Source: an optimization exercise on an open RTL-to-GDS flow (aim: small area). Production flows keep margins and buffers that such runs may drop.
Where RTL was checked, it was by simulation tests only, not by an equivalence proof against the original.

==> flow/design.v <==
module mtx_arb #(
    parameter int N = 32
) (
    input wire clk,
    input wire rstn,
    input wire upd,
    input  wire [N-1:0] req,
    output wire [N-1:0] gnt
);
    localparam int W  = 5;    
    localparam int S  = 8;    
    localparam int G  = 4;    
    reg  [W-1:0] rank [N];
    reg  [S-1:0] bhd  [N];    
    wire [N-1:0] gw;          
    wire [G-1:0] gany;        
    wire [W-1:0] wr [G];      
    wire [G-1:0] gwin;        
    wire [W-1:0] gr;          
    wire [N-1:0] mv;
    genvar k, b, g, h;
    generate
        for (k = 0; k < N; ++k) begin : gen_gw
            localparam int KG = k / S;
            localparam int KS = k % S;
            wire [S-1:0] ahd;
            for (b = 0; b < S; ++b) begin : gen_a
                if (b > KS) begin : g_hi
                    assign ahd[b] = bhd[k][b];
                end else if (b < KS) begin : g_lo
                    assign ahd[b] = ~bhd[KG*S+b][KS];
                end else begin : g_dg
                    assign ahd[b] = 1'b0;
                end
            end
            assign gw[k] = req[k] & ~(|(req[KG*S +: S] & ahd));
        end
        for (g = 0; g < G; ++g) begin : gen_grp
            assign gany[g] = |req[g*S +: S];
            for (b = 0; b < W; ++b) begin : gen_wr
                wire [S-1:0] t;
                for (k = 0; k < S; ++k) begin : gen_t
                    assign t[k] = gw[g*S+k] & rank[g*S+k][b];
                end
                assign wr[g][b] = |t;
            end
        end
        for (g = 0; g < G; ++g) begin : gen_win
            wire [G-1:0] beats;
            for (h = 0; h < G; ++h) begin : gen_h
                if (h == g) begin : g_same
                    assign beats[h] = gany[g];
                end else begin : g_other
                    wire [W:0] cy;
                    assign cy[0] = 1'b0;
                    for (b = 0; b < W; ++b) begin : gen_cmp
                        assign cy[b+1] = (wr[h][b] & ~wr[g][b]) | (wr[h][b] & cy[b]) | (~wr[g][b] & cy[b]);
                    end
                    assign beats[h] = ~gany[h] | cy[W];
                end
            end
            assign gwin[g] = &beats;
        end
        for (b = 0; b < W; ++b) begin : gen_gr
            wire [G-1:0] t;
            for (g = 0; g < G; ++g) begin : gen_t
                assign t[g] = gwin[g] & wr[g][b];
            end
            assign gr[b] = |t;
        end
        for (k = 0; k < N; ++k) begin : gen_gnt
            assign gnt[k] = gw[k] & gwin[k/S];
            assign mv[k]  = upd & gnt[k];
        end
    endgenerate
    wire step = upd & (|req);
    generate
        for (k = 0; k < N; ++k) begin : gen_rank
            wire [W:0] cy;
            assign cy[0] = 1'b0;
            for (b = 0; b < W; ++b) begin : gen_cmp
                assign cy[b+1] = (rank[k][b] & ~gr[b]) | (rank[k][b] & cy[b]) | (~gr[b] & cy[b]);
            end
            wire dec = step & cy[W];
            wire [W:0] bw;
            wire [W-1:0] nxt;
            assign bw[0] = dec;
            for (b = 0; b < W; ++b) begin : gen_b
                assign bw[b+1] = bw[b] & ~rank[k][b];
                assign nxt[b] = mv[k] | (rank[k][b] ^ bw[b]);
            end
            always @(posedge clk or negedge rstn) begin
                if (~rstn) rank[k] <= W'(k);
                else rank[k] <= nxt;
            end
            for (b = k % S + 1; b < S; ++b) begin : gen_m
                always @(posedge clk or negedge rstn) begin
                    if (~rstn) bhd[k][b] <= 1'b0;
                    else bhd[k][b] <= mv[k] | (bhd[k][b] & ~mv[(k/S)*S+b]);
                end
            end
        end
    endgenerate
endmodule
make LEC_CHECK=0 CAP_MARGIN=20 CORE_MARGIN=2 CORE_UTILIZATION=35 GPL_TIMING_DRIVEN=0 SLEW_MARGIN=20 finish   # period 6.0 ns
run.sh (not shown) runs the stock make flow with config.mk's settings and CLKGATE_MAP_FILE= SYNTH_SCRIPT=/design/flow/synth_recipe.tcl, a recipe that flattens the netlist after the stock synthesis.
Change:
--- a/flow/design.v
+++ b/flow/design.v
@@ -5,23 +5,28 @@
     input wire rstn,
     input wire upd,
     input  wire [N-1:0] req,
     output wire [N-1:0] gnt
 );
     localparam int W  = 5;    
-    localparam int S  = 8;    
-    localparam int G  = 4;    
+    localparam int S  = 4;    
+    localparam int G  = 8;    
     reg  [W-1:0] rank [N];
     reg  [S-1:0] bhd  [N];    
     wire [N-1:0] gw;          
     wire [G-1:0] gany;        
     wire [W-1:0] wr [G];      
     wire [G-1:0] gwin;        
+    localparam int P = G / 2;   
+    wire [P-1:0] podd;        
+    wire [P-1:0] pany;        
+    wire [W-1:0] pr [P];      
+    wire [P-1:0] pwin;        
     wire [W-1:0] gr;          
     wire [N-1:0] mv;
-    genvar k, b, g, h;
+    genvar k, b, g, h, p;
     generate
         for (k = 0; k < N; ++k) begin : gen_gw
             localparam int KG = k / S;
             localparam int KS = k % S;
             wire [S-1:0] ahd;
             for (b = 0; b < S; ++b) begin : gen_a
@@ -42,27 +47,39 @@
                 for (k = 0; k < S; ++k) begin : gen_t
                     assign t[k] = gw[g*S+k] & rank[g*S+k][b];
                 end
                 assign wr[g][b] = |t;
             end
         end
-        for (g = 0; g < G; ++g) begin : gen_win
-            wire [G-1:0] beats;
-            for (h = 0; h < G; ++h) begin : gen_h
-                if (h == g) begin : g_same
-                    assign beats[h] = gany[g];
+        for (p = 0; p < P; ++p) begin : gen_pair
+            wire [W:0] cy;
+            assign cy[0] = 1'b0;
+            for (b = 0; b < W; ++b) begin : gen_cmp
+                assign cy[b+1] = (wr[2*p][b] & ~wr[2*p+1][b]) | (wr[2*p][b] & cy[b]) | (~wr[2*p+1][b] & cy[b]);
+            end
+            assign podd[p] = gany[2*p+1] & (~gany[2*p] | cy[W]);
+            assign pany[p] = gany[2*p] | gany[2*p+1];
+            assign pr[p] = podd[p] ? wr[2*p+1] : wr[2*p];
+        end
+        for (p = 0; p < P; ++p) begin : gen_win
+            wire [P-1:0] beats;
+            for (h = 0; h < P; ++h) begin : gen_h
+                if (h == p) begin : g_same
+                    assign beats[h] = pany[p];
                 end else begin : g_other
                     wire [W:0] cy;
                     assign cy[0] = 1'b0;
                     for (b = 0; b < W; ++b) begin : gen_cmp
-                        assign cy[b+1] = (wr[h][b] & ~wr[g][b]) | (wr[h][b] & cy[b]) | (~wr[g][b] & cy[b]);
+                        assign cy[b+1] = (pr[h][b] & ~pr[p][b]) | (pr[h][b] & cy[b]) | (~pr[p][b] & cy[b]);
                     end
-                    assign beats[h] = ~gany[h] | cy[W];
+                    assign beats[h] = ~pany[h] | cy[W];
                 end
             end
-            assign gwin[g] = &beats;
+            assign pwin[p] = &beats;
+            assign gwin[2*p]   = pwin[p] & ~podd[p];
+            assign gwin[2*p+1] = pwin[p] & podd[p];
         end
         for (b = 0; b < W; ++b) begin : gen_gr
             wire [G-1:0] t;
             for (g = 0; g < G; ++g) begin : gen_t
                 assign t[g] = gwin[g] & wr[g][b];
             end
The changed run ran to the end with violations: setup timing.
Count of clock-buffer cells in the layout goes down by 10.
Critical path depth goes up by 14.
Design area goes up by 15%.
Worst setup slack got worse by 0.65 ns.
Global-route usage goes up by 2.6 points.
First-iteration DRC count goes up by 4.7%.
Via count goes up by 6.1%.
Synthesized area goes down by 4.4%.
Hold slack barely changes.
No functional check of the RTL was part of the second run of this note.

[re-timing with driven ports]
In the flow no input, the clock included, has a driving cell. The finished layouts below were timed again as built, in two steps.
Step 1 (the two cells are an assumption about what drives the block):
set clk [get_ports {clk}]
set_driving_cell -lib_cell sky130_fd_sc_hd__clkbuf_16 $clk
set_driving_cell -lib_cell sky130_fd_sc_hd__buf_2 [delete_from_list [all_inputs] $clk]
Step 2 times the ports against the registers' clock, not the clock port: input delays grow and output delays shrink by t, the midpoint of the rising clock arrivals with the driver on.
Slacks: ideal / step 1 / step 2; pairs: ideal / step 1.
run | t (ns) | slack for setup (ns) | latest minus earliest clock arrival (ns) | worst slew at a driven data input, ns
the first run | 0.598 | 0.093 / 0.074 / -0.432 | 0.022 / 0.022 | 0.06
the second run | 0.617 | -0.561 / -0.534 / -1.151 | 0.012 / 0.012 | 0.06
Met with ideal ports but missed after step 2: setup timing in the first run. The setup slack of the second run, which loses most, moves by +0.027 ns with the drivers and by -0.590 ns with both steps.
